Context: an optimization exercise on an open-source flow, tuned for small area. The choices shown serve that exercise and are no tape-out recipe. In this exercise RTL edits were held to simulation tests only and were not proved equivalent to the original. No activity file was given, so power comes from the tool's default toggle rates.

`config.mk`:
```
export PLATFORM = sky130hd
export DESIGN_NAME = bf8b
export DESIGN_NICKNAME = bf8b
export VERILOG_FILES = /design/flow/design.v
export SDC_FILE = /design/flow/constraint.sdc
export NUM_CORES = 8
export LEC_CHECK = 0
export CAP_MARGIN = 20
export CORE_MARGIN = 2
export CORE_UTILIZATION = 50
export SLEW_MARGIN = 20
```
`constraint.sdc`:
```
create_clock -name core_clock -period 14.0 [get_ports {clk}]
set_input_delay 2.8000 -clock core_clock [delete_from_list [all_inputs] [get_ports {clk}]]
set_output_delay 2.8000 -clock core_clock [all_outputs]
set_load 0.01 [all_outputs]
```
`design.v`:
```
module uart (
    input rst,
    input clk,
    input [1:0] t,
    output clr,
    input st_go,                 
    input [2:0] sel,             
    input [7:0] st_byte,
    input dma_pass,
    input dma_rx,                
    input [7:0] ptr_byte,
    input dma_done,              
    input txcap,                 
    input [7:0] tx_in,
    output [7:0] rd_byte,        
    output [7:0] ptr_tap,        
    output reg [7:0] rx_byte,
    output dma_req,
    output rx_need,
    input rx,
    output tx
);
reg [7:0] u0 [0:3];
reg [7:0] u1 [0:3];
reg [7:0] u2 [0:3];
reg [7:0] u3 [0:3];
reg [7:0] u4 [0:3];
reg [7:0] u5 [0:3];
wire [7:0] tx_start = u0[0];
wire [7:0] tx_end = u1[0];
wire [7:0] rx_start = u2[0];
wire [7:0] rx_end = u3[0];
wire [7:0] tx_ptr = u4[0];
wire [7:0] rx_ptr = u5[0];
reg tx_en, rx_en;
reg [1:0] clr_cnt;
assign clr = rst | (clr_cnt != 0);
reg ptrrst;                      
wire ptrrst_now = (t == 0) ? st_byte[5] : ptrrst;
wire st_cfg = st_go & (sel == 3'd0);
wire w0 = clr | (st_go & (sel == 3'd1));
wire w1 = clr | (st_go & (sel == 3'd2));
wire w2 = clr | (st_go & (sel == 3'd3));
wire w3 = clr | (st_go & (sel == 3'd4));
wire w4 = w0 | (dma_pass & ~dma_rx);
wire w5 = w2 | (st_cfg & ptrrst_now) | (dma_pass & dma_rx);
wire [7:0] d4 = dma_pass ? ptr_byte : st_byte;
wire [7:0] d5 = dma_pass ? ptr_byte : (st_cfg ? rx_start : st_byte);
integer k;
always @(posedge clk) begin
    for (k = 0; k < 3; k = k + 1) begin
        u0[k] <= u0[k+1];
        u1[k] <= u1[k+1];
        u2[k] <= u2[k+1];
        u3[k] <= u3[k+1];
        u4[k] <= u4[k+1];
        u5[k] <= u5[k+1];
    end
    u0[3] <= w0 ? st_byte : u0[0];
    u1[3] <= w1 ? st_byte : u1[0];
    u2[3] <= w2 ? st_byte : u2[0];
    u3[3] <= w3 ? st_byte : u3[0];
    u4[3] <= w4 ? d4 : u4[0];
    u5[3] <= w5 ? d5 : u5[0];
end
reg txeq_acc, rxeq_acc, tx_eq, rx_eq;
wire txeq_now = (tx_ptr == tx_end) & ((t == 0) | txeq_acc);
wire rxeq_now = (rx_ptr == rx_end) & ((t == 0) | rxeq_acc);
reg [9:0] txs;
reg [2:0] txc;
wire tx_busy = txs != 0;
wire tx_need = tx_en & ~tx_eq & ~tx_busy & ~txcap;
wire tx_done = tx_en & tx_eq & ~tx_busy & ~txcap;
assign tx = txs[0] | ~tx_busy;
reg rx_prev, rvalid;
reg [9:0] rs;
reg [2:0] rc;
wire rx_idle = rs[0];
wire rx_full = rx_en & rx_eq;
assign rx_need = rvalid;
assign dma_req = rvalid | tx_need;
assign ptr_tap = dma_rx ? rx_ptr : tx_ptr;
always @(*) rx_byte = rs[9:2];
always @(posedge clk) begin
    txeq_acc <= txeq_now;
    rxeq_acc <= rxeq_now;
    if (t == 2'd3) begin
        tx_eq <= txeq_now;
        rx_eq <= rxeq_now;
    end
    if (t == 0)
        ptrrst <= st_byte[5];
    if (rst) begin
        clr_cnt <= 2'd3;
        txs <= 10'd0;
        rx_prev <= 1'b1;
        rs[0] <= 1'b1;
        rvalid <= 0;
        tx_en <= 0;
        rx_en <= 0;
    end else begin
        if (clr_cnt != 0)
            clr_cnt <= clr_cnt - 1'b1;
        if (txcap) begin
            txs <= {1'b1, tx_in, 1'b0};
            txc <= 0;
        end else if (tx_busy && t == 0) begin
            txc <= txc + 1'b1;
            if (txc == 3'd7)
                txs <= {1'b0, txs[9:1]};
        end
        rx_prev <= rx;
        if (rx_idle) begin
            if (rx_prev & ~rx) begin
                rs <= 10'b1000000000;
                rc <= 0;
            end
        end else if (t == 0) begin
            rc <= rc + 1'b1;
            if (rc == 3'd3) begin
                rs <= {rx, rs[9:1]};
                if (rs[1])
                    rvalid <= rx_en & ~rx_eq;
            end
        end
        if (dma_done & dma_rx)
            rvalid <= 0;
        if (st_cfg && t == 0) begin
            tx_en <= st_byte[1];
            rx_en <= st_byte[2];
        end
    end
end
reg [7:0] rdb;
always @(*) begin
    case (sel)
        3'd0: rdb = (t == 0) ? {3'b0, rx_full, tx_done, rx_en, tx_en, 1'b0} : 8'd0;
        3'd1: rdb = tx_start;
        3'd2: rdb = tx_end;
        3'd3: rdb = rx_start;
        3'd4: rdb = rx_end;
        3'd5: rdb = rx_ptr;
        default: rdb = 8'd0;
    endcase
end
assign rd_byte = rdb;
endmodule
module bf8b (
    input rst,
    input clk,
    input rx,
    input [31:0] data_in,
    output [31:0] data_out,
    output [29:0] addr,
    output [3:0] wes,
    output tx
);
localparam P_FETCH = 2'd0;      
localparam P_EX    = 2'd1;      
localparam P_EX2   = 2'd2;      
localparam P_DMA   = 2'd3;      
localparam K_SLT   = 3'd0;
localparam K_SH    = 3'd1;
localparam K_LOAD  = 3'd2;
localparam K_STORE = 3'd3;
localparam K_JMP   = 3'd4;
reg [1:0] t;
reg [1:0] pass;
reg [2:0] k2;
reg [29:0] pc;
reg [31:0] a;
reg [4:0] rlo;                   
reg [2:0] rf3;                   
reg c;                           
reg cc;                          
reg zacc;                        
reg flag;                        
reg dsel;                        
reg txcap;                       
reg pcinc;                       
reg uflag;                       
wire t0 = t == 2'd0;
wire t1 = t == 2'd1;
wire t3 = t == 2'd3;
wire [31:0] ir = data_in;
wire [4:0] opc = ir[6:2];
wire [2:0] f3 = ir[14:12];
wire [4:0] rd = ir[11:7];
wire [4:0] rs1 = ir[19:15];
wire [4:0] rs2 = ir[24:20];
wire is_load  = opc == 5'b00000;
wire is_opimm = opc == 5'b00100;
wire is_auipc = opc == 5'b00101;
wire is_store = opc == 5'b01000;
wire is_op    = opc == 5'b01100;
wire is_lui   = opc == 5'b01101;
wire is_br    = opc == 5'b11000;
wire is_jalr  = opc == 5'b11001;
wire is_jal   = opc == 5'b11011;
wire is_alu   = is_op | is_opimm;
wire is_slt   = is_alu & (f3[2:1] == 2'b01);
wire is_sh    = is_alu & (f3[1:0] == 2'b01);
reg [31:0] imm;
always @(*) begin
    if (is_store)
        imm = {{20{ir[31]}}, ir[31:25], ir[11:7]};
    else if (is_br)
        imm = {{19{ir[31]}}, ir[31], ir[7], ir[30:25], ir[11:8], 1'b0};
    else if (is_lui | is_auipc)
        imm = {ir[31:12], 12'b0};
    else if (is_jal)
        imm = {{11{ir[31]}}, ir[31], ir[19:12], ir[20], ir[30:21], 1'b0};
    else
        imm = {{20{ir[31]}}, ir[31:20]};
end
wire [7:0] immb = imm[8*t +: 8];
wire uart_clr;
wire [4:0] rs2x = uart_clr ? 5'd0 : (pass == P_EX) ? rs2 : rlo;
wire [7:0] p1, p2;
reg wen;
reg [4:0] wreg;
reg [7:0] wbyte;
integer j;
regfile RF (
    .clk(clk),
    .rs1(rs1),
    .rs2(rs2x),
    .wen(wen),
    .wreg(wreg),
    .wbyte(wbyte),
    .p1(p1),
    .p2(p2)
);
reg inc_a;                       
reg cin_a;
reg sel_ea;
wire [29:0] inc = (inc_a ? a[31:2] : pc) + cin_a;
wire [31:0] pcw = {pc, 2'b00};
wire [7:0] pcb = pcw[8*t +: 8];
wire [7:0] uart_ptr;
wire in_dma = pass == P_DMA;
wire in_ex2 = pass == P_EX2;
wire use_pc = in_ex2 | is_auipc | is_jal | is_br;
wire [7:0] ain = in_dma ? uart_ptr : use_pc ? pcb : is_lui ? 8'd0 : p1;
wire [7:0] bin = in_dma ? 8'd0 : in_ex2 ? {5'd0, t0, 2'd0} : is_op ? p2 : immb;
wire sub = ~in_dma & is_op & ir[30] & (f3 == 3'b000);
wire cin = t0 ? (sub | in_dma) : c;
wire [8:0] sum = {1'b0, ain} + {1'b0, bin ^ {8{sub}}} + cin;
wire [7:0] cb = (is_op | is_br) ? p2 : immb;
wire ccin = t0 ? 1'b1 : cc;
wire [8:0] cdiff = {1'b0, p1} + {1'b0, ~cb} + ccin;
wire ltu = ~cdiff[8];
wire lt = ltu ^ p1[7] ^ cb[7];
wire eq = (p1 == cb) & (t0 | zacc);
wire cond = f3[2] ? (f3[1] ? ltu : lt) : eq;
wire taken = cond ^ f3[0];
wire left = ~f3[2];
wire [1:0] q = rlo[4:3];
wire [2:0] rr = rlo[2:0];
wire fill = ir[30] & flag;
wire [1:0] hi_i = left ? -q : q + 2'd1;
wire [1:0] lo_i = left ? ~q : q;
wire [7:0] hi_b = a[8*hi_i +: 8];
wire [7:0] lo_b = a[8*lo_i +: 8];
wire hi_ok = left ? (t >= q) : ({1'b0, t} + q < 3'd3);
wire lo_ok = left ? ({1'b0, t} >= q + 3'd1) : ({1'b0, t} + q < 3'd4);
wire [7:0] hi_v = hi_ok ? hi_b : {8{fill}};
wire [7:0] lo_v = lo_ok ? lo_b : {8{fill}};
wire [15:0] win = left ? {1'b0, hi_v, lo_v[7:1]} : {hi_v, lo_v};
wire [15:0] wsh = win >> (left ? ~rr : rr);
wire [7:0] shout = wsh[7:0];
reg [7:0] alub;
always @(*) begin
    case ({is_alu, f3})
        4'b1100: alub = p1 ^ bin;
        4'b1110: alub = p1 | bin;
        4'b1111: alub = p1 & bin;
        default: alub = sum[7:0];
    endcase
end
wire [1:0] aoff = a[1:0];
wire [1:0] lm = aoff + t;
wire [7:0] lraw = data_in[8*lm +: 8];
wire [1:0] sgn_i = aoff + {1'b0, rf3[0]};
wire lsgn = data_in[8*sgn_i + 7] & ~rf3[2];
wire lext = (rf3[1:0] == 2'b00) ? ~t0 : (rf3[1:0] == 2'b01) ? t[1] : 1'b0;
wire [7:0] ldb = lext ? {8{lsgn}} : lraw;
wire [1:0] lsz = (rf3[1:0] == 2'b00) ? 2'd0 : (rf3[1:0] == 2'b01) ? 2'd1 : 2'd3;
wire [1:0] tn = t + 2'd1;
wire [2:0] lnext = {1'b0, aoff} + {1'b0, (tn < lsz) ? tn : lsz};
wire uart_ea = sum[7:0] == 8'hFF && a[31:24] == 8'hFF && a[23:16] == 8'h00;
wire [2:0] sbyte = {1'b0, aoff} + {1'b0, t};
wire [2:0] ssize = (rf3[1:0] == 2'b00) ? 3'd1 : (rf3[1:0] == 2'b01) ? 3'd2 : 3'd4;
wire b3done = rf3[1:0] == 2'b10 && aoff == 2'd0;
wire st_now = {1'b0, t} < ssize && !(t3 && b3done);
wire [7:0] uart_rd;
wire [7:0] rx_byte;
wire dma_req, rx_need;
wire dma_rx = t0 ? rx_need : dsel;
wire k_uart = pass == P_EX2 && (k2 == K_LOAD || k2 == K_STORE) && uflag;
uart UART (
    .rst(rst),
    .clk(clk),
    .t(t),
    .clr(uart_clr),
    .st_go(k_uart && k2 == K_STORE),
    .sel(a[4:2]),
    .st_byte(p2),
    .dma_pass(in_dma),
    .dma_rx(dma_rx),
    .ptr_byte(sum[7:0]),
    .dma_done(in_dma & t3),
    .txcap(txcap),
    .tx_in(lraw),
    .rd_byte(uart_rd),
    .ptr_tap(uart_ptr),
    .rx_byte(rx_byte),
    .dma_req(dma_req),
    .rx_need(rx_need),
    .rx(rx),
    .tx(tx)
);
reg [1:0] npass;
reg [2:0] nk2;
reg pc_we;                       
reg [31:0] na;
reg [3:0] wes_r;
reg [7:0] dbyte;
task automatic advance(input jump);
    begin
        pc_we = 1'b1;
        sel_ea = jump;
        cin_a = 1'b1;
        npass = dma_req ? P_DMA : P_EX;
    end
endtask
always @(*) begin
    npass = pass;
    nk2 = k2;
    pc_we = 1'b0;
    na = a;
    sel_ea = 1'b0;
    cin_a = 1'b0;
    inc_a = 1'b0;
    wes_r = 4'b0;
    wen = 1'b0;
    wreg = rd;
    wbyte = alub;
    dbyte = p2;
    case (pass)
        P_FETCH: begin
            if (t0 && pcinc) begin
                cin_a = 1'b1;
                pc_we = 1'b1;
            end
            if (t3)
                npass = dma_req ? P_DMA : P_EX;
        end
        P_EX: begin
            if (is_alu & (is_slt | is_sh)) begin
                na = {p1, a[31:8]};
                if (t3) begin
                    nk2 = is_slt ? K_SLT : K_SH;
                    npass = P_EX2;
                end
            end else if (is_alu | is_lui | is_auipc) begin
                wen = 1'b1;
                if (t3)
                    advance(1'b0);
            end else if (is_br) begin
                na = {sum[7:0], a[31:8]};
                if (t3)
                    advance(taken);
            end else if (is_jal | is_jalr) begin
                na = {sum[7:0], a[31:8]};
                if (t3) begin
                    nk2 = K_JMP;
                    npass = P_EX2;
                end
            end else begin
                na = {sum[7:0], a[31:8]};
                if (t3) begin
                    nk2 = is_load ? K_LOAD : K_STORE;
                    npass = P_EX2;
                    if (is_load)
                        sel_ea = 1'b1;
                    else if (f3[1:0] == 2'b10 && a[9:8] == 2'b00 && !uart_ea) begin
                        sel_ea = 1'b1;
                        wes_r = 4'b1000;
                    end
                end
            end
        end
        P_EX2: begin
            case (k2)
                K_SLT: begin
                    wen = 1'b1;
                    wbyte = {7'b0, flag & t0};
                    if (t3)
                        advance(1'b0);
                end
                K_JMP: begin
                    wen = 1'b1;
                    wbyte = sum[7:0];
                    if (t3) begin
                        pc_we = 1'b1;
                        inc_a = 1'b1;
                        npass = dma_req ? P_DMA : P_EX;
                    end
                end
                K_SH: begin
                    wen = 1'b1;
                    wbyte = shout;
                    na = {a[7:0], a[31:8]};
                    if (t3)
                        advance(1'b0);
                end
                K_LOAD: begin
                    wen = 1'b1;
                    wreg = rlo;
                    if (uflag)
                        wbyte = uart_rd;
                    else begin
                        wbyte = ldb;
                        if (!t3) begin
                            inc_a = 1'b1;
                            cin_a = lnext[2];
                        end
                    end
                    if (t3)
                        advance(1'b0);
                end
                default: begin
                    if (!uflag && st_now) begin
                        inc_a = 1'b1;
                        cin_a = sbyte[2];
                        wes_r = 4'b0001 << sbyte[1:0];
                    end
                    if (t3) begin
                        if (!uflag && st_now)
                            npass = P_FETCH;     
                        else
                            advance(1'b0);
                    end
                end
            endcase
        end
        default: begin
            na = {uart_ptr, a[31:8]};
            if (t3) begin
                sel_ea = 1'b1;
                if (dsel) begin
                    wes_r = 4'b0001 << a[9:8];
                    dbyte = rx_byte;
                end
                npass = P_FETCH;
            end
        end
    endcase
end
wire [29:0] ea = {in_dma ? uart_ptr : sum[7:0], a[31:10]};
assign addr = sel_ea ? ea : inc;
assign wes = rst ? 4'b0 : wes_r;
assign data_out = {4{dbyte}};
always @(posedge clk) begin
    if (rst) begin
        t <= 2'd0;
        pass <= P_FETCH;
        pc <= 30'd0;
        txcap <= 1'b0;
        pcinc <= 1'b0;
    end else begin
        t <= t + 1'b1;
        pass <= npass;
        if (pc_we)
            pc <= addr;
        txcap <= in_dma && t3 && !dsel;
        if (pass == P_EX2 && k2 == K_STORE && t3 && !uflag && st_now)
            pcinc <= 1'b1;
        else if (pass == P_FETCH && t0)
            pcinc <= 1'b0;
    end
    k2 <= nk2;
    a <= na;
    c <= sum[8];
    cc <= cdiff[8];
    zacc <= eq;
    if (pass == P_EX && t3) begin
        flag <= is_slt ? (f3[0] ? ltu : lt) : p1[7];
        uflag <= uart_ea;
    end
    if (pass == P_EX) begin
        rf3 <= f3;
        if (is_load)
            rlo <= rd;
        else if (is_op & is_sh)
            rlo <= t0 ? p2[4:0] : rlo;
        else
            rlo <= rs2;
    end
    if (in_dma && t0)
        dsel <= rx_need;
end
endmodule
module regfile (
    input clk,
    input [4:0] rs1,
    input [4:0] rs2,
    input wen,
    input [4:0] wreg,
    input [7:0] wbyte,
    output [7:0] p1,
    output [7:0] p2
);
reg [7:0] rf [1:31][0:3];
wire [31:1] sel1, sel2;
wire [31*8-1:0] taps;
integer r, j;
genvar gr;
generate
    for (gr = 1; gr < 32; gr = gr + 1) begin : TAP
        assign taps[8*(gr-1) +: 8] = rf[gr][0];
    end
endgenerate
onehot5 DEC1 (.x(rs1), .y(sel1));
onehot5 DEC2 (.x(rs2), .y(sel2));
rdmux RD1 (.sel(sel1), .taps(taps), .q(p1));
rdmux RD2 (.sel(sel2), .taps(taps), .q(p2));
always @(posedge clk) begin
    for (r = 1; r < 32; r = r + 1) begin
        for (j = 0; j < 3; j = j + 1)
            rf[r][j] <= rf[r][j+1];
        rf[r][3] <= (wen && wreg == r) ? wbyte : rf[r][0];
    end
end
endmodule
module onehot5 (
    input [4:0] x,
    output [31:1] y
);
genvar i;
generate
    for (i = 1; i < 32; i = i + 1) begin : D
        assign y[i] = x == i;
    end
endgenerate
endmodule
module rdmux (
    input [31:1] sel,
    input [31*8-1:0] taps,
    output [7:0] q
);
wire [7:0] l0 [0:31];
wire [7:0] l1 [0:15];
wire [7:0] l2 [0:7];
wire [7:0] l3 [0:3];
wire [7:0] l4 [0:1];
genvar i;
generate
    assign l0[0] = 8'd0;
    for (i = 1; i < 32; i = i + 1) begin : L0
        assign l0[i] = {8{sel[i]}} & taps[8*(i-1) +: 8];
    end
    for (i = 0; i < 16; i = i + 1) begin : L1
        assign l1[i] = l0[2*i] | l0[2*i+1];
    end
    for (i = 0; i < 8; i = i + 1) begin : L2
        assign l2[i] = l1[2*i] | l1[2*i+1];
    end
    for (i = 0; i < 4; i = i + 1) begin : L3
        assign l3[i] = l2[2*i] | l2[2*i+1];
    end
    for (i = 0; i < 2; i = i + 1) begin : L4
        assign l4[i] = l3[2*i] | l3[2*i+1];
    end
endgenerate
assign q = l4[0] | l4[1];
endmodule
```
`flow/run.sh`:
```
#!/bin/bash
# The standard layout, with three of its steps tuned for area:
#  - synthesis maps the logic with an area-oriented ABC script (flow/abc_area.script)
#    instead of ORFS's delay-oriented one; everything else in the synthesis is the
#    standard one (synth_recipe.tcl), so the registers are the same;
#  - ports are buffered with buf_1 rather than the resizer's default delay cell;
#  - clock-tree sinks are clustered in larger groups.
set -euo pipefail
here=$(pwd)
{
  echo "proc abc {args} {"
  echo "  set i [lsearch -exact \$args -script]"
  echo "  if {\$i >= 0} { lset args [expr {\$i + 1}] $here/flow/abc_area.script }"
  echo "  yosys abc {*}\$args"
  echo "}"
  cat synth_recipe.tcl
} > area_synth.tcl
sed "s#SYNTH_SCRIPT=[^ ]*#SYNTH_SCRIPT=$here/area_synth.tcl#" standard.sh > area_standard.sh
export BUFFER_PORTS_ARGS="-buffer_cell sky130_fd_sc_hd__buf_1"
export CTS_ARGS="-sink_clustering_enable -repair_clock_nets -buf_list sky130_fd_sc_hd__clkbuf_4 -sink_clustering_size 9 -sink_clustering_max_diameter 40 -dont_use_dummy_load"
bash area_standard.sh > standard.log 2>&1
```
`flow/abc_area.script`:
```
&get -n
&st
&syn2
&dch
&nf -R 1000
&put
```
`standard.sh`:
```
#!/bin/bash
# synth_recipe.tcl (not shown) runs the flow's synth.tcl, then flattens the netlist and writes it again
# the make line also repeats each setting of config.mk as NAME=value (left out here)
make -C /OpenROAD-flow-scripts/flow DESIGN_CONFIG=/design/flow/config.mk WORK_HOME=/design/flow/orfs CLKGATE_MAP_FILE= SYNTH_SCRIPT=/design/flow/synth_recipe.tcl "${@:-finish}"
```
==> run_results.csv, run 1 <==
group,metric,value,unit
pwr,peakVddDrop,0.109,mV
worst_setup_path,endpoint_kind,"output pin",
synthesis,synth_common_cells,"1,243 x dfxtp_1, 426 x nor2_1, 331 x a21oi_1, 306 x nand2_1, 233 x o21ai_0",
synthesis,synthesis.nets,3729,
detailed_routing,ant_nets,0,
global_route,grt_pass1_vias,27641,
floorplan,ios,102,
worst_setup_path,ff2ff_path_depth,33,
clocking,cts.reportedPaths.clkPinSlew,0.10,ns
detailed_routing,dr.pass1.iters,7,
timing,worst_pin_slew,1.10,ns
floorplan,core,0.0805,mm^2
synthesis,synth_area_per_cell,11.2,um^2
detailed_routing,drt-initial-drc-count,3311,
synthesis,async_flop_share,0,%
global_route,grt_overflow,0,
run_status,status,"timing/DRC/antenna clean",
detailed_routing,avgRoutedWirePerCell,27.5,um
detailed_routing,drcViolationCount,0,
timing,min_period,13.07,ns
detailed_routing,vias,29631,
worst_setup_path,path_max_fanout,57,
cells_and_area,fill_cells,7223,
worst_setup_path,timing.rr.end,"pc[1]",
synthesis,synth.distinct_cells,60,
worst_setup_path,path_class,"input port to output pin",
timing,relSlewSlack,26.1,%
synthesis,synthesis.area,0.0406,mm^2
detailed_routing,wirelength,139000,um
pwr,switchingPower,1.44,mW
clocking,cts_tree,"done",
detailed_routing,viasPerCell,5.87,
pwr,swShare,24.5,%
worst_hold_path,hold_start,"RF.rf[75][2]",
pwr,finalPower,5.89,mW
clocking,post_cts_resize_count,0,
timing,fin_skew,0.167,ns
worst_setup_path,crit_slowest_cell,"or3_1",
global_route,grt_usage,33.1,%
floorplan,die_area,0.0836,mm^2
floorplan,row_count,104,
synthesis,synth_edf_count,63,
timing,setup_violations,0,
timing,rsz0062_at_grt,"no",
synthesis,yosysMostFrequentCell,"dfxtp_1",
clocking,cts_root_buf,"clkbuf_4",
worst_hold_path,hp-class,"register to register",
timing,min_period_over_period,93.4,%
cells_and_area,design_area,0.0443,mm^2
timing,hold_viol_final,0,
pwr,power.density,133,mW/mm^2
synthesis,ys_ff_latch,1306,
pwr,pwr-share-comb,7.1,%
global_route,grt_max_degree,58,
global_route,grt_pass1_wl,197000,um
worst_hold_path,worstHoldPathCells,0,
synthesis,synth_ff_type,"dfxtp_1",
timing,max_freq,76.5,MHz
synthesis,synth_top_area_cell,"dfxtp_1",
worst_setup_path,r2r_start,"UART.clr_cnt[0]",
clocking,cts.sink_count,1306,
global_route,antenna_found_initial,3,
worst_setup_path,startpoint_type,"input port",
cells_and_area,syn_to_final_growth,9.09,%
pwr,power_frac_clock,28.7,%
clocking,numCtsBuffers,176,
clocking,cts_max_path_buffers,3,
synthesis,ys_seq_area_share,65.9,%
placed_design,globalplace.congestion,1.06,
worst_setup_path,r2r_slack,5.81,ns
clocking,holdBufCountCts,0,
floorplan,start_util,50.4,%
clocking,htree_levels,4,
synthesis,synth_top_area_share,61.2,%
worst_setup_path,cp_data_arrival_time,10.27,ns
synthesis,synth_area_leaders,"dfxtp_1 61%, edfxtp_1 4.7%, a21oi_1 4.1%",
worst_setup_path,cpPeakStageDelay,0.63,ns
clocking,cts_setup_buffers,0,
clocking,worstSkewPairLatency,1.10,ns
cells_and_area,drive_gt1_share,7.91,%
worst_setup_path,cp.required,11.20,ns
worst_hold_path,hold_end,"RF.rf[74][2]",
pwr,leakage,16.8,nW
timing,tns,0,ns
synthesis,postSynthCellCount,3634,
pwr,p_seq_share,64.2,%
floorplan,die_y,289,um
synthesis,ys_warn_count,11,
run,maxCapViolCount,0,
placed_design,hpwl,102000,um
cells_and_area,fin_nets,4080,
pwr,p_int,4.45,mW
timing,maxSlewViolCount,0,
floorplan,fp.dieW,289,um
placed_design,io_buffers,101,
placed_design,dpl-instance-area,0.0430,mm^2
area by class of cell:
type | count | area, um^2 | share of cell area (%)
Tap cell | 1060 | 1330 | 2.99
Antenna cell | 7 | 17.5 | 0.0395
Timing Repair Buffer | 198 | 1110 | 2.50
Sequential cell | 1306 | 26800 | 60.4
Inverter | 59 | 221 | 0.500
Multi-Input combinational cell | 2244 | 13600 | 30.6
Clock buffer | 176 | 1320 | 2.98
power by group through the flow:
stage / combinational (mW) / sequential [mW] / clock [mW]
after floorplan: 0.207 / 3.86 / 0
after global routing: 0.438 / 3.79 / 1.91
after global placement: 0.407 / 3.87 / 0
after CTS: 0.408 / 3.78 / 1.75
final: 0.416 / 3.78 / 1.69
after detailed placement: 0.407 / 3.87 / 0
metal layers:
metal  track usage, %  vias to the layer above  routed length (um)  share of wire, %
met2             52.0                     1474               62700                45
li1                 -                    13691                   -                 -
met3             6.74                      379               10200               7.4
met1             43.1                    14087               57800                42
met5                0                        -                   0                 0
met4             17.6                        0                7950               5.7
cell families (layout without fill, tap and decap cells):
kind of cell	Yosys count	count (layout)	share of synthesized area [%]
fa+ha+maj	60	60	1.90
xor+xnor	67	67	1.44
compound gates	953	953	14.6
other cells	0	7	0
mux	122	122	3.85
buf+inv	84	433	0.998
flops	1306	1306	65.9
simple gates	1042	1042	11.3
worst max-delay path by stage:
stage	from	endpoint	slack (ns)	cells past startpoint
3_5_place_dp	rst	addr[1]	1.12	30
6_report	rst	addr[1]	0.93	30
5_1_grt	rst	addr[25]	0.24	32
4_1_cts	rst	addr[1]	1.12	30
3_3_place_gp	rst	addr[1]	1.35	30
2_1_floorplan	rst	addr[10]	2.05	29
state kept, by name (all words and copies together) (netlist names), 32 cells and up:
register,flops
UART.u3,32
UART.u0,32
UART.u4,32
a,32
RF.rf,992
UART.u2,32
UART.u5,32
UART.u1,32
per-stage QoR:
stage,cells,worst slack (ns),util [%],hold slack [ns]
2_1_floorplan,3634,2.05,-,0.310
3_3_place_gp,4866,1.35,53.3,0.309
3_5_place_dp,4867,1.12,53.3,0.312
4_1_cts,5043,1.12,55.0,0.240
5_1_grt,5049,0.236,55.0,0.241
6_report,5050,0.926,55.0,0.226
cell usage in the layout, fill, tap and decap left out, drive strengths merged, types with 8 or more instances in the layout:
cell	n
dfxtp	1243
nor2	426
a21oi	331
nand2	306
o21ai	233
buf	196
clkbuf	178
a22oi	151
nor3	74
edfxtp	63
a221oi	60
clkinv	59
ha	57
mux2i	56
a22o	53
nand3	43
mux2	43
nand4	41
xor2	38
nor2b	29
xnor2	29
mux4	23
nor4	19
or2	19
a31oi	18
nand2b	17
or3	16
and2	15
a211oi	15
o211ai	13
a222oi	13
a21boi	10
and3	9
o22ai	9
a21o	9
nor3b	8
o221a	8
worst max-delay path: cells and delay by family:
kind,cells,cell delay [ns]
AO/OA/AOI/OAI,9,1.79
XOR/XNOR,2,0.55
adder cells (fa/ha/maj),1,0.45
buffers and inverters,4,0.75
multiplexers,1,0.40
AND/OR/NAND/NOR,13,3.45
==> inputs of run 2 (changes only) <==
--- a/flow/run.sh
+++ b/flow/run.sh
@@ -17,5 +17,5 @@
 } > area_synth.tcl
 sed "s#SYNTH_SCRIPT=[^ ]*#SYNTH_SCRIPT=$here/area_synth.tcl#" standard.sh > area_standard.sh
 export BUFFER_PORTS_ARGS="-buffer_cell sky130_fd_sc_hd__buf_1"
-export CTS_ARGS="-sink_clustering_enable -repair_clock_nets -buf_list sky130_fd_sc_hd__clkbuf_4 -sink_clustering_size 9 -sink_clustering_max_diameter 40 -dont_use_dummy_load"
+export CTS_ARGS="-sink_clustering_enable -repair_clock_nets -buf_list sky130_fd_sc_hd__clkbuf_4 -sink_clustering_size 10 -sink_clustering_max_diameter 40 -dont_use_dummy_load"
 bash area_standard.sh > standard.log 2>&1
--- a/config.mk
+++ b/config.mk
@@ -8,4 +8,5 @@
 export CAP_MARGIN = 20
 export CORE_MARGIN = 2
 export CORE_UTILIZATION = 50
+export PLACE_DENSITY = 0.75
 export SLEW_MARGIN = 20
==> run 2 against run 1 <==
  * Via count is 1.0% higher
  * Area after synthesis stayed put
  * Cell count is 0.36% lower
  * Sequential power hardly changed
  * Critical endpoint is now addr[29]
  * Highest routed layer unchanged
  * Register-to-register slack worse by 0.38 ns
  * Largest cell class unchanged
  * Setup slack worse by 0.33 ns
  * Critical path depth is 2 higher
  * Synthesized cell count stayed put
  * Core utilization is 0.12 points lower
  * Worst hold slack better by 0.033 ns
  * Still clean on timing, DRC and antenna
==> run_results.csv, run 2 <==
group,metric,value,unit
run_status,status,"timing/DRC/antenna clean",
timing,min_period_over_period,95.7,%
global_route,antenna_found_initial,3,
worst_setup_path,endpoint_kind,"output pin",
worst_setup_path,cp_data_arrival_time,10.60,ns
cells_and_area,syn_to_final_growth,8.86,%
global_route,grt_overflow,0,
worst_setup_path,path_class,"input port to output pin",
synthesis,ys_seq_area_share,65.9,%
synthesis,ys_ff_latch,1306,
cells_and_area,fin_nets,4065,
worst_hold_path,hp-class,"register to register",
worst_setup_path,worst_path_most_repeated_cell,"o21ai_0",
timing,relSlewSlack,26.4,%
pwr,swShare,24.2,%
synthesis,synthesis.area,0.0406,mm^2
timing,rsz0062_at_grt,"no",
timing,worst_pin_slew,1.10,ns
clocking,cts_max_path_buffers,3,
worst_setup_path,crit_slowest_cell,"nor2_1",
detailed_routing,avgRoutedWirePerCell,27.0,um
run,maxCapViolCount,0,
pwr,leakage,16.7,nW
worst_setup_path,cpPeakStageDelay,0.61,ns
worst_setup_path,timing.rr.end,"pc[26]",
timing,max_freq,74.6,MHz
cells_and_area,largest_reg_flops,992,
synthesis,synth_top_area_cell,"dfxtp_1",
placed_design,io_buffers,101,
floorplan,row_count,104,
global_route,grt_max_degree,58,
timing,setup_violations,0,
placed_design,hpwl,99900,um
synthesis,synth_edf_count,63,
clocking,cts.sink_count,1306,
synthesis,synth_top_area_share,61.2,%
synthesis,synth_ff_type,"dfxtp_1",
floorplan,core,0.0805,mm^2
global_route,grt_pass1_vias,28508,
global_route,grt_usage,32.3,%
synthesis,synth_common_cells,"1,243 x dfxtp_1, 426 x nor2_1, 331 x a21oi_1, 306 x nand2_1, 233 x o21ai_0",
clocking,cts_setup_buffers,0,
floorplan,fp.dieW,289,um
cells_and_area,drive_gt1_share,7.76,%
synthesis,synth.distinct_cells,60,
clocking,holdBufCountCts,0,
clocking,cts_tree,"done",
worst_setup_path,r2r_start,"pass[1]",
pwr,peakVddDrop,0.110,mV
floorplan,die_y,289,um
cells_and_area,multi_input_area,0.0136,mm^2
floorplan,die_area,0.0836,mm^2
detailed_routing,drcViolationCount,0,
timing,min_period,13.40,ns
clocking,worstSkewPairLatency,1.03,ns
synthesis,synth_area_leaders,"dfxtp_1 61%, edfxtp_1 4.7%, a21oi_1 4.1%",
detailed_routing,wirelength,136000,um
placed_design,globalplace.congestion,1.07,
cells_and_area,top_register,"RF.rf",
synthesis,postSynthCellCount,3634,
pwr,p_seq_share,65.1,%
timing,maxSlewViolCount,0,
global_route,grt_pass1_wl,194000,um
worst_hold_path,hold_start,"UART.u5[2][1]",
detailed_routing,drt-initial-drc-count,3331,
worst_setup_path,cp.required,11.20,ns
detailed_routing,dr.pass1.iters,6,
synthesis,synthesis.nets,3729,
clocking,cts_root_buf,"clkbuf_4",
pwr,pwr-share-comb,7.0,%
pwr,power_frac_clock,27.9,%
synthesis,ys_warn_count,11,
clocking,htree_levels,4,
worst_hold_path,worstHoldPathCells,0,
cells_and_area,fill_cells,7003,
clocking,numCtsBuffers,162,
synthesis,yosysMostFrequentCell,"dfxtp_1",
detailed_routing,ant_nets,0,
synthesis,synth_area_per_cell,11.2,um^2
cells_and_area,regArea,0.0268,mm^2
pwr,switchingPower,1.41,mW
pwr,power.density,131,mW/mm^2
synthesis,async_flop_share,0,%
worst_setup_path,ff2ff_path_depth,34,
worst_setup_path,path_max_fanout,57,
detailed_routing,viasPerCell,5.95,
cells_and_area,final_cell_mix,"1,243 x dfxtp_1, 415 x nor2_1, 329 x a21oi_1",
pwr,finalPower,5.81,mW
timing,whs,0.259,ns
pwr,p_int,4.41,mW
timing,tns,0,ns
worst_hold_path,hold_end,"UART.u5[1][1]",
floorplan,ios,102,
clocking,post_cts_resize_count,0,
worst_setup_path,startpoint_type,"input port",
detailed_routing,vias,29935,
floorplan,start_util,50.4,%
clocking,cts.reportedPaths.clkPinSlew,0.09,ns
timing,fin_skew,0.106,ns
cells_and_area,final_common_cell,"dfxtp_1",
worst_setup_path,r2r_slack,5.43,ns
timing,hold_viol_final,0,
run 2: power by group through the flow:
| stage | sequential (mW) | clock [mW] | combinational, mW |
|---|---|---|---|
| 6_report | 3.79 | 1.62 | 0.408 |
| 5_1_grt | 3.79 | 1.82 | 0.430 |
| 4_1_cts | 3.78 | 1.67 | 0.397 |
| 3_5_place_dp | 3.87 | 0 | 0.395 |
| 3_3_place_gp | 3.87 | 0 | 0.395 |
| 2_1_floorplan | 3.86 | 0 | 0.207 |
run 2: worst max-delay path, delay by kind of cell:
family | cells | cell delay [ns]
AO/OA/AOI/OAI | 12 | 2.95
AND/OR/NAND/NOR | 12 | 3.02
XOR/XNOR | 2 | 0.37
buffers and inverters | 5 | 1.07
adder cells (fa/ha/maj) | 1 | 0.34
run 2: cell families (layout without fill, tap and decap cells):
logic type | Yosys count | after routing | share of synthesized area [%]
AO/OA/AOI/OAI | 953 | 953 | 14.6
flip-flops | 1306 | 1306 | 65.9
XOR/XNOR | 67 | 67 | 1.44
AND/OR/NAND/NOR | 1042 | 1042 | 11.3
multiplexers | 122 | 122 | 3.85
buffers and inverters | 84 | 418 | 0.998
adder cells (fa/ha/maj) | 60 | 60 | 1.90
other | 0 | 4 | 0
run 2: area by class of cell:
cell class / instances / area share, %
Tap cell: 1060 / 3.00
Timing Repair Buffer: 197 / 2.49
Antenna cell: 4 / 0.0226
Multi-Input combinational cell: 2244 / 30.7
Clock buffer: 162 / 2.75
Sequential cell: 1306 / 60.5
Inverter: 59 / 0.501
run 2: stage by stage:
step                      util, %  std cells  area [um^2]  worst slack [ns]
after detailed placement     53.3       4864        43000             0.776
after CTS                    54.8       5026        44200             0.723
after global placement       53.3       4864        43000              1.06
after floorplan                 -       3634        40600              2.05
after global routing         54.9       5031        44200            0.0176
final                        54.9       5032        44200             0.601
run 2: worst max path at each step:
stage	slack, ns	cells after the start	startpoint	to
floorplan	2.05	29	rst	addr[10]
global placement	1.06	33	rst	addr[29]
detailed placement	0.78	32	rst	addr[29]
CTS	0.72	33	rst	addr[29]
global route	0.02	33	rst	addr[26]
finish	0.60	32	rst	addr[29]
run 2: per-layer routing:
metal	share of wire, %	global-route usage (%)	vias up
li1	-	-	13660
met1	40	41.0	14193
met2	44	50.2	1638
met3	8.5	7.24	444
met4	6.9	20.5	0
met5	0	0	-
==> inputs of run 3 (changes only) <==
--- a/config.mk
+++ b/config.mk
@@ -8,5 +8,5 @@
 export CAP_MARGIN = 20
 export CORE_MARGIN = 2
 export CORE_UTILIZATION = 50
-export PLACE_DENSITY = 0.75
+export PLACE_DENSITY = 0.45
 export SLEW_MARGIN = 20
==> run 3 against run 2 <==
  * Critical endpoint is now addr[1]
  * Largest power group unchanged
  * Highest routed layer unchanged
  * First-iteration DRC count fell by 13%
  * Maximum frequency grew 1.8%
  * Final area rose by 0.35%
==> run_results.csv, run 3 <==
group,metric,value,unit
synthesis,synth.distinct_cells,60,
placed_design,globalplace.congestion,1.04,
clocking,worstSkewPairLatency,1.09,ns
synthesis,synth_area_leaders,"dfxtp_1 61%, edfxtp_1 4.7%, a21oi_1 4.1%",
detailed_routing,ant_nets,0,
worst_setup_path,cp_data_arrival_time,10.36,ns
detailed_routing,avgRoutedWirePerCell,29.5,um
worst_setup_path,worst_path_most_repeated_cell,"o21ai_0",
timing,setup_violations,0,
clocking,htree_levels,4,
synthesis,ys_ff_latch,1306,
global_route,antenna_found_initial,3,
floorplan,die_area,0.0836,mm^2
worst_setup_path,startpoint_type,"input port",
worst_setup_path,r2r_start,"UART.clr_cnt[0]",
timing,relSlewSlack,23.2,%
detailed_routing,drcViolationCount,0,
timing,min_period,13.16,ns
timing,tns,0,ns
pwr,finalPower,5.85,mW
clocking,cts_root_buf,"clkbuf_4",
cells_and_area,final_common_cell,"dfxtp_1",
detailed_routing,wirelength,149000,um
worst_setup_path,crit_slowest_cell,"nor2_1",
worst_setup_path,path_class,"input port to output pin",
cells_and_area,utilization,55.1,%
pwr,peakVddDrop,0.102,mV
global_route,grt_pass1_wl,210000,um
worst_setup_path,r2r_slack,5.71,ns
floorplan,start_util,50.4,%
synthesis,ys_warn_count,11,
synthesis,synth_top_area_cell,"dfxtp_1",
detailed_routing,drt-initial-drc-count,2909,
worst_setup_path,timing.rr.end,"pc[29]",
worst_setup_path,path_max_fanout,57,
floorplan,fp.dieW,289,um
synthesis,ys_seq_area_share,65.9,%
timing,worst_pin_slew,1.15,ns
synthesis,postSynthCellCount,3634,
cells_and_area,fill_cells,6871,
worst_setup_path,cpPeakStageDelay,0.72,ns
placed_design,hpwl,111000,um
synthesis,async_flop_share,0,%
synthesis,yosysMostFrequentCell,"dfxtp_1",
synthesis,synthesis.nets,3729,
global_route,grt_usage,35.4,%
worst_setup_path,cp-startpoint,"rst",
floorplan,row_count,104,
clocking,post_cts_resize_count,0,
synthesis,synth_edf_count,63,
synthesis,synth_top_area_share,61.2,%
synthesis,synthesis.area,0.0406,mm^2
clocking,cts_max_path_buffers,3,
synthesis,synth_area_per_cell,11.2,um^2
clocking,cts_tree,"done",
global_route,grt_max_degree,58,
run_status,status,"timing/DRC/antenna clean",
cells_and_area,drive_gt1_share,8.22,%
timing,hold_viol_final,0,
cells_and_area,syn_to_final_growth,9.24,%
clocking,cts_setup_buffers,0,
detailed_routing,dr.pass1.iters,8,
worst_setup_path,ff2ff_path_depth,33,
floorplan,core,0.0805,mm^2
worst_setup_path,endpoint_kind,"output pin",
clocking,cts.sink_count,1306,
run,maxCapViolCount,0,
worst_setup_path,cp-endpoint,"addr[1]",
placed_design,io_buffers,101,
detailed_routing,vias,30499,
cells_and_area,top_register,"RF.rf",
timing,rsz0062_at_grt,"no",
cells_and_area,final_cell_mix,"1,243 x dfxtp_1, 414 x nor2_1, 329 x a21oi_1",
timing,max_freq,76.0,MHz
placed_design,dpl-instance-area,0.0431,mm^2
clocking,numCtsBuffers,162,
cells_and_area,design_area,0.0444,mm^2
global_route,grt_pass1_vias,29518,
cells_and_area,fin_nets,4085,
worst_hold_path,hp-class,"register to register",
timing,fin_skew,0.160,ns
synthesis,synth_ff_type,"dfxtp_1",
clocking,cts.reportedPaths.clkPinSlew,0.10,ns
global_route,grt_overflow,0,
pwr,power.density,132,mW/mm^2
cells_and_area,largest_reg_flops,992,
floorplan,die_y,289,um
timing,min_period_over_period,94.0,%
pwr,leakage,16.8,nW
timing,maxSlewViolCount,0,
detailed_routing,viasPerCell,6.04,
floorplan,ios,102,
worst_setup_path,cp.required,11.20,ns
synthesis,synth_common_cells,"1,243 x dfxtp_1, 426 x nor2_1, 331 x a21oi_1, 306 x nand2_1, 233 x o21ai_0",
clocking,holdBufCountCts,0,
run 3: kinds of logic (layout without fill, tap and decap cells):
kind of cell | after synthesis | after routing | share of synthesized area (%)
xor gates and xnor gates | 67 | 67 | 1.44
and+or+nand+nor | 1042 | 1042 | 11.3
buffers and inverters | 84 | 438 | 0.998
adders and majority gates | 60 | 60 | 1.90
muxes | 122 | 122 | 3.85
DFF | 1306 | 1306 | 65.9
AOI/OAI and AO/OA | 953 | 953 | 14.6
other | 0 | 4 | 0
run 3: routing by layer:
layer	share of wire, %	global-route usage, %	routed length (um)
met5	0	0	0
met4	6.6	21.3	9830
met3	6.8	6.45	10100
met2	47	57.9	69500
met1	40	43.7	59400
run 3: worst max-delay path, delay by kind of cell:
family | cells | cell delay [ns]
and+or+nand+nor | 12 | 3.30
AOI/OAI and AO/OA | 10 | 2.48
buffers and inverters | 4 | 0.78
muxes | 1 | 0.41
adders and majority gates | 1 | 0.33
xor gates and xnor gates | 2 | 0.23
run 3: layout make-up:
type                            instances  area [um^2]  area share [%]
Inverter                               59          221           0.499
Timing Repair Buffer                  217         1250            2.82
Antenna cell                            4         10.0          0.0226
Tap cell                             1060         1330            2.99
Sequential cell                      1306        26800            60.3
Multi-Input combinational cell       2244        13600            30.6
Clock buffer                          162         1220            2.74
run 3: how the worst min path moves through the flow:
| stage | startpoint | endpoint | slack, ns | cells past startpoint |
|---|---|---|---|---|
| after detailed placement | RF.rf[73][2] | RF.rf[72][2] | 0.31 | 0 |
| after floorplan | RF.rf[1][0] | RF.rf[0][0] | 0.31 | 0 |
| after global placement | RF.rf[111][1] | RF.rf[110][1] | 0.31 | 0 |
| after global routing | RF.rf[5][3] | RF.rf[4][3] | 0.19 | 0 |
| final | RF.rf[5][3] | RF.rf[4][3] | 0.20 | 0 |
| after CTS | RF.rf[5][3] | RF.rf[4][3] | 0.19 | 0 |
run 3: where the power goes:
part	total (mW)	switching, mW	internal [mW]
Sequential	3.78	0.0211	3.76
Combinational	0.428	0.314	0.114
Clock	1.64	1.11	0.531
Total	5.85	1.45	4.41
run 3: per-stage QoR:
stage	cells	worst slack [ns]	hold slack, ns
2_1_floorplan	3634	2.05	0.310
3_3_place_gp	4884	1.28	0.310
3_5_place_dp	4886	0.931	0.312
4_1_cts	5048	0.926	0.191
5_1_grt	5051	0.290	0.189
6_report	5052	0.837	0.198
==> inputs of run 4 (changes only) <==
--- a/config.mk
+++ b/config.mk
@@ -8,5 +8,4 @@
 export CAP_MARGIN = 20
 export CORE_MARGIN = 2
 export CORE_UTILIZATION = 50
-export PLACE_DENSITY = 0.45
 export SLEW_MARGIN = 20
==> run 4 against run 3 <==
  * Still clean on timing, DRC and antenna
  * Worst hold slack better by 0.057 ns
  * Sequential cell count stayed put
  * First-iteration DRC count is 15% higher
  * Clock power hardly changed
  * Total power is 0.29% lower
  * Cell count is 0.34% lower
  * Register-to-register slack better by 0.15 ns
  * Maximum frequency is 0.69% higher
  * Combinational power is 3% lower
  * Global-route usage is 2.4 points lower
  * Core utilization is 0.21 points lower
  * Critical path type unchanged
  * Critical endpoint unchanged
==> run_results.csv, run 4 <==
group,metric,value,unit
cells_and_area,top_register,"RF.rf",
placed_design,io_buffers,101,
timing,tns,0,ns
worst_setup_path,cp.required,11.20,ns
floorplan,start_util,50.4,%
synthesis,synth_top_area_cell,"dfxtp_1",
floorplan,fp.dieW,289,um
pwr,peakVddDrop,0.103,mV
floorplan,ios,102,
detailed_routing,drcViolationCount,0,
cells_and_area,syn_to_final_growth,8.83,%
detailed_routing,drt-initial-drc-count,3347,
timing,worst_pin_slew,1.07,ns
clocking,holdBufCountCts,0,
synthesis,synth_common_cells,"1,243 x dfxtp_1, 426 x nor2_1, 331 x a21oi_1, 306 x nand2_1, 233 x o21ai_0",
clocking,numCtsBuffers,162,
global_route,grt_overflow,0,
timing,whs,0.255,ns
worst_setup_path,path_max_fanout,57,
pwr,swShare,24.5,%
pwr,leakage,16.7,nW
worst_setup_path,r2r_start,"UART.clr_cnt[0]",
cells_and_area,final_common_cell,"dfxtp_1",
global_route,grt_usage,33.0,%
synthesis,synthesis.area,0.0406,mm^2
pwr,p_seq_share,64.8,%
synthesis,synth.distinct_cells,60,
worst_setup_path,cp_data_arrival_time,10.27,ns
placed_design,hpwl,102000,um
worst_setup_path,cpPeakStageDelay,0.62,ns
clocking,post_cts_resize_count,0,
worst_hold_path,hold_start,"RF.rf[30][7]",
timing,rsz0062_at_grt,"no",
timing,relSlewSlack,26.4,%
synthesis,ys_seq_area_share,65.9,%
pwr,switchingPower,1.43,mW
cells_and_area,drive_gt1_share,7.58,%
worst_hold_path,worstHoldPathCells,0,
synthesis,yosysMostFrequentCell,"dfxtp_1",
worst_setup_path,r2r_slack,5.86,ns
worst_hold_path,hp-class,"register to register",
pwr,power.density,132,mW/mm^2
worst_setup_path,crit_slowest_cell,"or3_1",
synthesis,synthesis.nets,3729,
worst_setup_path,ff2ff_path_depth,34,
cells_and_area,final_cell_mix,"1,243 x dfxtp_1, 419 x nor2_1, 329 x a21oi_1",
cells_and_area,largest_reg_flops,992,
detailed_routing,dr.pass1.iters,7,
global_route,grt_pass1_vias,27409,
clocking,cts.reportedPaths.clkPinSlew,0.09,ns
floorplan,die_y,289,um
timing,min_period_over_period,93.4,%
floorplan,core,0.0805,mm^2
worst_setup_path,path_class,"input port to output pin",
synthesis,synth_top_area_share,61.2,%
clocking,htree_levels,4,
floorplan,die_area,0.0836,mm^2
detailed_routing,viasPerCell,5.86,
clocking,worstSkewPairLatency,1.09,ns
cells_and_area,fin_nets,4066,
pwr,p_int,4.41,mW
clocking,cts_root_buf,"clkbuf_4",
timing,fin_skew,0.172,ns
synthesis,synth_area_per_cell,11.2,um^2
synthesis,postSynthCellCount,3634,
pwr,pwr-share-comb,7.1,%
detailed_routing,avgRoutedWirePerCell,27.5,um
worst_setup_path,startpoint_type,"input port",
timing,setup_violations,0,
synthesis,ys_ff_latch,1306,
detailed_routing,ant_nets,0,
worst_setup_path,timing.rr.end,"pc[29]",
synthesis,synth_ff_type,"dfxtp_1",
run_status,status,"timing/DRC/antenna clean",
clocking,cts.sink_count,1306,
detailed_routing,vias,29482,
detailed_routing,wirelength,139000,um
timing,max_freq,76.5,MHz
pwr,power_frac_clock,28.1,%
timing,maxSlewViolCount,0,
synthesis,async_flop_share,0,%
timing,min_period,13.07,ns
run,maxCapViolCount,0,
timing,hold_viol_final,0,
floorplan,row_count,104,
clocking,cts_max_path_buffers,3,
synthesis,synth_edf_count,63,
worst_setup_path,endpoint_kind,"output pin",
placed_design,globalplace.congestion,1.06,
worst_hold_path,hold_end,"RF.rf[29][7]",
synthesis,ys_warn_count,11,
global_route,antenna_found_initial,4,
synthesis,synth_area_leaders,"dfxtp_1 61%, edfxtp_1 4.7%, a21oi_1 4.1%",
clocking,cts_setup_buffers,0,
global_route,grt_pass1_wl,196000,um
global_route,grt_max_degree,58,
clocking,cts_tree,"done",
[run 4: cell count changes in the layout (fill, tap and decap cells not counted), sizes merged]
| cell | before | now |
|---|---|---|
| buf | 215 | 196 |
| diode | 4 | 6 |
[run 4: critical path: cells and delay by family]
family                     cells  cell delay, ns
AOI/OAI and AO/OA              9            1.81
xor gates and xnor gates       2            0.55
adders and majority gates      1            0.45
buffers and inverters          4            0.75
muxes                          1            0.41
and+or+nand+nor               13            3.44
[run 4: cells by family after synthesis]
family / share of synthesized area, %
flops: 65.9
simple gates: 11.3
compound gates: 14.6
mux: 3.85
buf+inv: 0.998
xor+xnor: 1.44
fa+ha+maj: 1.90
[run 4: layout make-up]
class                   instances  area, um^2
fillers                      7207       36300
flip-flops and latches       1306       26800
multi-input cells            2244       13600
well taps                    1060        1330
clock buffers                 162        1220
repair buffers                198        1110
inverters                      59         221
diodes                          6        15.0
[run 4: stage by stage]
stage          util [%]  cell area [um^2]  worst slack (ns)  total power [mW]  cells
6_report           54.9             44200             0.927              5.84   5035
5_1_grt            54.9             44200             0.236              6.06   5032
4_1_cts            54.8             44200              1.12              5.88   5029
3_5_place_dp       53.3             43000              1.12              4.28   4867
3_3_place_gp       53.3             43000              1.35              4.28   4866
2_1_floorplan         -             40600              2.05              4.07   3634
[run 4: how the worst max path moves through the flow]
stage	from	end
after floorplan	rst	addr[10]
after global placement	rst	addr[1]
after detailed placement	rst	addr[1]
after CTS	rst	addr[1]
after global routing	rst	addr[25]
final	rst	addr[1]
[run 4: per-layer routing]
metal | vias to the layer above | track usage [%] | part of all wire [%]
met3 | 381 | 6.47 | 7.2
met2 | 1433 | 51.9 | 45
li1 | 13663 | - | -
met1 | 14003 | 43.2 | 42
met5 | - | 0 | 0.0087
met4 | 2 | 17.6 | 5.9
[run 4: power groups by stage]
| stage | logic, mW | registers [mW] | clock network, mW |
|---|---|---|---|
| after floorplan | 0.207 | 3.86 | 0 |
| after global placement | 0.407 | 3.87 | 0 |
| after detailed placement | 0.407 | 3.87 | 0 |
| after CTS | 0.408 | 3.78 | 1.69 |
| after global routing | 0.438 | 3.79 | 1.84 |
| final | 0.416 | 3.78 | 1.64 |
==> inputs of run 5 (changes only) <==
--- a/flow/run.sh
+++ b/flow/run.sh
@@ -16,6 +16,7 @@
   cat synth_recipe.tcl
 } > area_synth.tcl
 sed "s#SYNTH_SCRIPT=[^ ]*#SYNTH_SCRIPT=$here/area_synth.tcl#" standard.sh > area_standard.sh
+export DONT_USE_CELLS="sky130_fd_sc_hd__buf_4 sky130_fd_sc_hd__buf_6 sky130_fd_sc_hd__buf_8 sky130_fd_sc_hd__buf_12 sky130_fd_sc_hd__buf_16"
 export BUFFER_PORTS_ARGS="-buffer_cell sky130_fd_sc_hd__buf_1"
 export CTS_ARGS="-sink_clustering_enable -repair_clock_nets -buf_list sky130_fd_sc_hd__clkbuf_4 -sink_clustering_size 10 -sink_clustering_max_diameter 40 -dont_use_dummy_load"
 bash area_standard.sh > standard.log 2>&1
==> run 5 against run 4 <==
  * Still clean on timing, DRC and antenna
  * Sequential cell count stayed put
  * Worst hold slack did not move
  * Register-to-register slack about the same
  * Critical path type unchanged
  * Critical endpoint unchanged
  * Largest power group unchanged
==> run_results.csv, run 5 <==
group,metric,value,unit
cells_and_area,top_register,"RF.rf",
floorplan,row_count,104,
floorplan,fp.dieW,289,um
worst_setup_path,crit_family,"simple AND/OR/NAND/NOR gates",
synthesis,ys_ff_latch,1306,
timing,maxSlewViolCount,0,
cells_and_area,design_area,0.0442,mm^2
synthesis,synth_edf_count,63,
floorplan,die_area,0.0836,mm^2
timing,relSlewSlack,26.4,%
cells_and_area,drive_gt1_share,7.58,%
worst_setup_path,startpoint_type,"input port",
floorplan,core,0.0805,mm^2
floorplan,ios,102,
clocking,post_cts_resize_count,0,
clocking,holdBufCountCts,0,
synthesis,synth.distinct_cells,60,
global_route,grt_overflow,0,
pwr,finalPower,5.84,mW
cells_and_area,regArea,0.0268,mm^2
worst_setup_path,cp_data_arrival_time,10.27,ns
placed_design,io_buffers,101,
cells_and_area,multi_input_area,0.0136,mm^2
run,maxCapViolCount,0,
cells_and_area,syn_to_final_growth,8.83,%
pwr,leakage,16.7,nW
detailed_routing,vias,29482,
worst_setup_path,cp.required,11.20,ns
worst_setup_path,endpoint_kind,"output pin",
detailed_routing,viasPerCell,5.86,
synthesis,synth_common_cells,"1,243 x dfxtp_1, 426 x nor2_1, 331 x a21oi_1, 306 x nand2_1, 233 x o21ai_0",
placed_design,dpl-instance-area,0.0430,mm^2
synthesis,yosysMostFrequentCell,"dfxtp_1",
detailed_routing,drt-initial-drc-count,3347,
detailed_routing,drcViolationCount,0,
cells_and_area,largest_reg_flops,992,
synthesis,postSynthCellCount,3634,
clocking,cts.sink_count,1306,
detailed_routing,ant_nets,0,
cells_and_area,fill_cells,7207,
placed_design,dp_worst_setup_slack,1.12,ns
global_route,grt_max_degree,58,
pwr,peakVddDrop,0.103,mV
timing,whs,0.255,ns
clocking,cts.reportedPaths.clkPinSlew,0.09,ns
timing,worst_pin_slew,1.07,ns
pwr,power.density,132,mW/mm^2
clocking,htree_levels,4,
cells_and_area,final_common_cell,"dfxtp_1",
global_route,grt_usage,33.0,%
global_route,antenna_found_initial,4,
global_route,grt_pass1_vias,27409,
timing,min_period_over_period,93.4,%
clocking,cts_setup_buffers,0,
synthesis,synth_top_area_share,61.2,%
timing,fin_skew,0.172,ns
detailed_routing,wirelength,139000,um
placed_design,hpwl,102000,um
timing,setup_violations,0,
synthesis,synthesis.nets,3729,
clocking,cts_max_path_buffers,3,
timing,rsz0062_at_grt,"no",
worst_setup_path,path_max_fanout,57,
timing,setup_slack,0.927,ns
clocking,worstSkewPairLatency,1.09,ns
worst_hold_path,hp-class,"register to register",
detailed_routing,dr.pass1.iters,7,
timing,min_period,13.07,ns
worst_setup_path,crit_slowest_cell,"or3_1",
global_route,grt_pass1_wl,196000,um
floorplan,die_y,289,um
synthesis,async_flop_share,0,%
synthesis,ys_warn_count,11,
synthesis,ys_seq_area_share,65.9,%
cells_and_area,fin_nets,4066,
clocking,cts_root_buf,"clkbuf_4",
synthesis,synth_top_area_cell,"dfxtp_1",
synthesis,synthesis.area,0.0406,mm^2
run_status,status,"timing/DRC/antenna clean",
worst_setup_path,path_class,"input port to output pin",
worst_setup_path,cpPeakStageDelay,0.62,ns
detailed_routing,avgRoutedWirePerCell,27.5,um
worst_setup_path,crit_buf_inv,4,
synthesis,synth_ff_type,"dfxtp_1",
timing,max_freq,76.5,MHz
clocking,cts_tree,"done",
placed_design,globalplace.congestion,1.06,
timing,hold_viol_final,0,
synthesis,synth_area_per_cell,11.2,um^2
floorplan,start_util,50.4,%
timing,tns,0,ns
clocking,numCtsBuffers,162,
cells_and_area,final_cell_mix,"1,243 x dfxtp_1, 419 x nor2_1, 329 x a21oi_1",
synthesis,synth_area_leaders,"dfxtp_1 61%, edfxtp_1 4.7%, a21oi_1 4.1%",
[run 5: cell counts after synthesis]
No cell type changed its count.
[run 5: final cells by class]
class | count | share of cell area, %
diodes | 6 | 0.0340
clock buffers | 162 | 2.75
inverters | 59 | 0.501
multi-input cells | 2244 | 30.6
flip-flops and latches | 1306 | 60.6
well taps | 1060 | 3.00
repair buffers | 198 | 2.51
[run 5: stage by stage]
step | std cells | util (%)
3_3_place_gp | 4866 | 53.3
6_report | 5035 | 54.9
4_1_cts | 5029 | 54.8
5_1_grt | 5032 | 54.9
3_5_place_dp | 4867 | 53.3
2_1_floorplan | 3634 | -
[run 5: worst paths after layout]
path | start | to | slack (ns) | cells after the start
worst max register to register | UART.clr_cnt[0] | pc[29] | 5.86 | 34
worst min register to register | RF.rf[30][7] | RF.rf[29][7] | 0.26 | 0
worst min-delay path | RF.rf[30][7] | RF.rf[29][7] | 0.26 | 0
worst max-delay path | rst | addr[1] | 0.93 | 30
[run 5: cell families after synthesis]
logic type      Yosys count  share of synthesized area [%]
fa+ha+maj                60                           1.90
compound gates          953                           14.6
mux                     122                           3.85
flops                  1306                           65.9
buf+inv                  84                          0.998
simple gates           1042                           11.3
xor+xnor                 67                           1.44
[run 5: where the power goes]
part	leakage, nW	internal (mW)	switching [mW]
Sequential	10.6	3.76	0.0207
Clock	0.745	0.531	1.11
Combinational	5.36	0.114	0.302
Total	16.7	4.41	1.43
[run 5: metal layers]
| layer | part of all wire [%] | vias to the layer above | wire, um | GRT usage, % |
|---|---|---|---|---|
| met3 | 7.2 | 381 | 9990 | 6.47 |
| met4 | 5.9 | 2 | 8190 | 17.6 |
| met1 | 42 | 14003 | 58200 | 43.2 |
| li1 | - | 13663 | - | - |
| met5 | 0.0087 | - | 12 | 0 |
| met2 | 45 | 1433 | 62300 | 51.9 |
==> inputs of run 6 (changes only) <==
--- a/design.v
+++ b/design.v
@@ -164,6 +164,7 @@
 localparam K_LOAD  = 3'd2;
 localparam K_STORE = 3'd3;
 localparam K_JMP   = 3'd4;
+localparam K_ROT   = 3'd5;
 reg [1:0] t;
 reg [1:0] pass;
 reg [2:0] k2;
@@ -258,10 +259,9 @@
 wire [1:0] q = rlo[4:3];
 wire [2:0] rr = rlo[2:0];
 wire fill = ir[30] & flag;
-wire [1:0] hi_i = left ? -q : q + 2'd1;
-wire [1:0] lo_i = left ? ~q : q;
-wire [7:0] hi_b = a[8*hi_i +: 8];
-wire [7:0] lo_b = a[8*lo_i +: 8];
+wire [1:0] rot_n = left ? -q : q;
+wire [7:0] hi_b = left ? a[7:0] : a[15:8];
+wire [7:0] lo_b = left ? a[31:24] : a[7:0];
 wire hi_ok = left ? (t >= q) : ({1'b0, t} + q < 3'd3);
 wire lo_ok = left ? ({1'b0, t} >= q + 3'd1) : ({1'b0, t} + q < 3'd4);
 wire [7:0] hi_v = hi_ok ? hi_b : {8{fill}};
@@ -360,7 +360,7 @@
             if (is_alu & (is_slt | is_sh)) begin
                 na = {p1, a[31:8]};
                 if (t3) begin
-                    nk2 = is_slt ? K_SLT : K_SH;
+                    nk2 = is_slt ? K_SLT : K_ROT;
                     npass = P_EX2;
                 end
             end else if (is_alu | is_lui | is_auipc) begin
@@ -399,6 +399,12 @@
                     if (t3)
                         advance(1'b0);
                 end
+                K_ROT: begin
+                    if (t < rot_n)
+                        na = {a[7:0], a[31:8]};
+                    if (t3)
+                        nk2 = K_SH;
+                end
                 K_JMP: begin
                     wen = 1'b1;
                     wbyte = sum[7:0];
--- a/flow/run.sh
+++ b/flow/run.sh
@@ -16,7 +16,6 @@
   cat synth_recipe.tcl
 } > area_synth.tcl
 sed "s#SYNTH_SCRIPT=[^ ]*#SYNTH_SCRIPT=$here/area_synth.tcl#" standard.sh > area_standard.sh
-export DONT_USE_CELLS="sky130_fd_sc_hd__buf_4 sky130_fd_sc_hd__buf_6 sky130_fd_sc_hd__buf_8 sky130_fd_sc_hd__buf_12 sky130_fd_sc_hd__buf_16"
 export BUFFER_PORTS_ARGS="-buffer_cell sky130_fd_sc_hd__buf_1"
 export CTS_ARGS="-sink_clustering_enable -repair_clock_nets -buf_list sky130_fd_sc_hd__clkbuf_4 -sink_clustering_size 10 -sink_clustering_max_diameter 40 -dont_use_dummy_load"
 bash area_standard.sh > standard.log 2>&1
==> run 6 against run 5 <==
  * Combinational power grew 47%
  * Critical path type unchanged
  * Total power is 4.3% higher
  * Cell count shrank 0.75%
  * Count of clock-buffer cells in the layout rose by 2
  * Setup slack worse by 0.18 ns
  * Core utilization down 0.18 points
  * Critical endpoint is now addr[26]
  * Global-route usage down 0.27 points
  * Largest power group unchanged
  * Synthesized cell count is 0.85% lower
  * Non-clock buffer count fell by 7
  * Still clean
  * Critical path depth rose by 1
==> run_results.csv, run 6 <==
group,metric,value,unit
detailed_routing,drcViolationCount,0,
detailed_routing,wl_met3,10300,um
detailed_routing,dr.pass1.iters,10,
detailed_routing,wl_met1,56600,um
worst_hold_path,hold_start,"RF.rf[21][7]",
timing,tns,0,ns
pwr,power.density,139,mW/mm^2
timing,fin_skew,0.118,ns
synthesis,ys_warn_count,11,
global_route,grt_pass1_wl,193000,um
clocking,cts_root_buf,"clkbuf_4",
detailed_routing,viasPerCell,5.81,
clocking,cts_setup_buffers,0,
global_route,grt_overflow,0,
timing,min_period,13.25,ns
pwr,finalPower,6.09,mW
timing,relSlewSlack,17.3,%
synthesis,synthesis.nets,3699,
cells_and_area,utilization,54.7,%
synthesis,synth_area_leaders,"dfxtp_1 62%, edfxtp_1 4.7%, o21ai_0 4.0%",
clocking,htree_levels,4,
timing,hold_viol_final,0,
run,maxCapViolCount,0,
detailed_routing,wl_met2,62000,um
floorplan,fp.dieW,288,um
synthesis,synth_common_cells,"1,243 x dfxtp_1, 408 x nand2_1, 359 x nor2_1, 318 x o21ai_0, 232 x a21oi_1",
placed_design,io_buffers,101,
detailed_routing,wirelength,137000,um
worst_setup_path,startpoint_type,"input port",
synthesis,async_flop_share,0,%
floorplan,row_count,104,
clocking,cts.sink_count,1306,
clocking,cts_max_path_buffers,3,
cells_and_area,top_register,"RF.rf",
synthesis,synth_top_area_cell,"dfxtp_1",
timing,max_freq,75.5,MHz
detailed_routing,highest_layer,"met4",
global_route,grt_usage,32.7,%
worst_setup_path,path_class,"input port to output pin",
worst_setup_path,ff2ff_path_depth,32,
worst_setup_path,crit_slowest_cell,"nor2_1",
timing,worst_pin_slew,1.23,ns
detailed_routing,drt-initial-drc-count,3586,
timing,rsz0062_at_grt,"no",
floorplan,core,0.0802,mm^2
global_route,grt_max_degree,57,
floorplan,start_util,50.3,%
synthesis,ys_seq_area_share,66.5,%
timing,whs,0.259,ns
cells_and_area,final_common_cell,"dfxtp_1",
placed_design,hpwl,101000,um
clocking,cts_tree,"done",
floorplan,die_area,0.0829,mm^2
worst_setup_path,crit_family,"simple AND/OR/NAND/NOR gates",
cells_and_area,drive_gt1_share,7.40,%
synthesis,synthesis.area,0.0403,mm^2
detailed_routing,avgRoutedWirePerCell,27.4,um
worst_setup_path,r2r_start,"UART.clr_cnt[0]",
global_route,antenna_found_initial,2,
synthesis,postSynthCellCount,3603,
worst_setup_path,r2r_slack,5.79,ns
global_route,grt_pass1_vias,27136,
synthesis,synth_ff_type,"dfxtp_1",
pwr,peakVddDrop,0.104,mV
worst_setup_path,cp_data_arrival_time,10.45,ns
clocking,holdBufCountCts,0,
cells_and_area,largest_reg_flops,992,
clocking,post_cts_resize_count,0,
clocking,worstSkewPairLatency,1.07,ns
timing,setup_violations,0,
timing,min_period_over_period,94.7,%
floorplan,die_y,288,um
clocking,cts.reportedPaths.clkPinSlew,0.10,ns
detailed_routing,vias,29010,
clocking,numCtsBuffers,164,
cells_and_area,final_cell_mix,"1,243 x dfxtp_1, 408 x nand2_1, 352 x nor2_1",
worst_setup_path,cp.required,11.20,ns
cells_and_area,syn_to_final_growth,8.85,%
worst_hold_path,hold_end,"RF.rf[20][7]",
placed_design,globalplace.congestion,1.06,
worst_setup_path,path_max_fanout,56,
synthesis,synth_edf_count,63,
detailed_routing,ant_nets,0,
timing,maxSlewViolCount,0,
worst_hold_path,hp-class,"register to register",
synthesis,synth_top_area_share,61.8,%
worst_setup_path,crit_buf_inv,4,
worst_hold_path,worstHoldPathCells,0,
synthesis,ys_ff_latch,1306,
pwr,leakage,16.7,nW
worst_setup_path,timing.rr.end,"pc[10]",
worst_setup_path,cpPeakStageDelay,0.62,ns
floorplan,ios,102,
synthesis,yosysMostFrequentCell,"dfxtp_1",
worst_setup_path,endpoint_kind,"output pin",
synthesis,synth.distinct_cells,57,
synthesis,synth_area_per_cell,11.2,um^2
run_status,status,"timing/DRC/antenna clean",
cells_and_area,fin_nets,4031,
## run 6: metrics by stage
stage / std cells / cell area (um^2) / setup WS, ns
after floorplan: 3603 / 40300 / 1.77
after global placement: 4829 / 42600 / 1.31
after detailed placement: 4829 / 42600 / 1.01
after CTS: 4993 / 43800 / 0.945
after global routing: 4996 / 43900 / 0.328
final: 4997 / 43900 / 0.748
## run 6: layer usage
layer / global-route usage [%] / vias up
met2: 51.9 / 1387
li1: - / 13509
met4: 17.8 / 0
met1: 42.1 / 13749
met3: 6.65 / 365
met5: 0 / -
## run 6: cell families (layout without fill, tap and decap cells)
logic type	Yosys count	in the layout	share of synthesized area, %
xor+xnor	68	68	1.48
mux	108	108	3.25
buf+inv	77	407	0.941
flops	1306	1306	66.5
compound gates	940	940	14.7
fa+ha+maj	61	61	1.95
other cells	0	4	0
simple gates	1043	1043	11.2
## run 6: how the worst max path moves through the flow
stage	from	cells after the start	end	slack, ns
after floorplan	t[0]	19	addr[29]	1.77
after global routing	rst	32	addr[26]	0.33
after global placement	rst	32	addr[26]	1.31
after detailed placement	rst	31	addr[26]	1.01
final	rst	31	addr[26]	0.75
after CTS	rst	31	addr[26]	0.95
## run 6: area by class of cell
| cell class | count | area [um^2] |
|---|---|---|
| fill | 7133 | 36300 |
| timing repair buffer | 191 | 1060 |
| clock buffer | 164 | 1230 |
| inverter | 52 | 195 |
| antenna | 4 | 10.0 |
| sequential | 1306 | 26800 |
| multi-input combinational | 2220 | 13300 |
| tap | 1060 | 1330 |
## run 6: where the power goes
| part | switching [mW] | internal [mW] | leakage, nW | total (mW) |
|---|---|---|---|---|
| Clock | 1.09 | 0.537 | 0.755 | 1.63 |
| Sequential | 0.0496 | 3.80 | 10.6 | 3.85 |
| Combinational | 0.452 | 0.161 | 5.31 | 0.613 |
| Total | 1.60 | 4.49 | 16.7 | 6.09 |

Check on run 6: ideal ports give 0.748 ns setup slack; a clkbuf_16 on the clock port and buf_2 on the inputs give 0.728 ns; moving port delays by the midpoint clock arrival (1.079 ns) as well gives 0.728 ns.
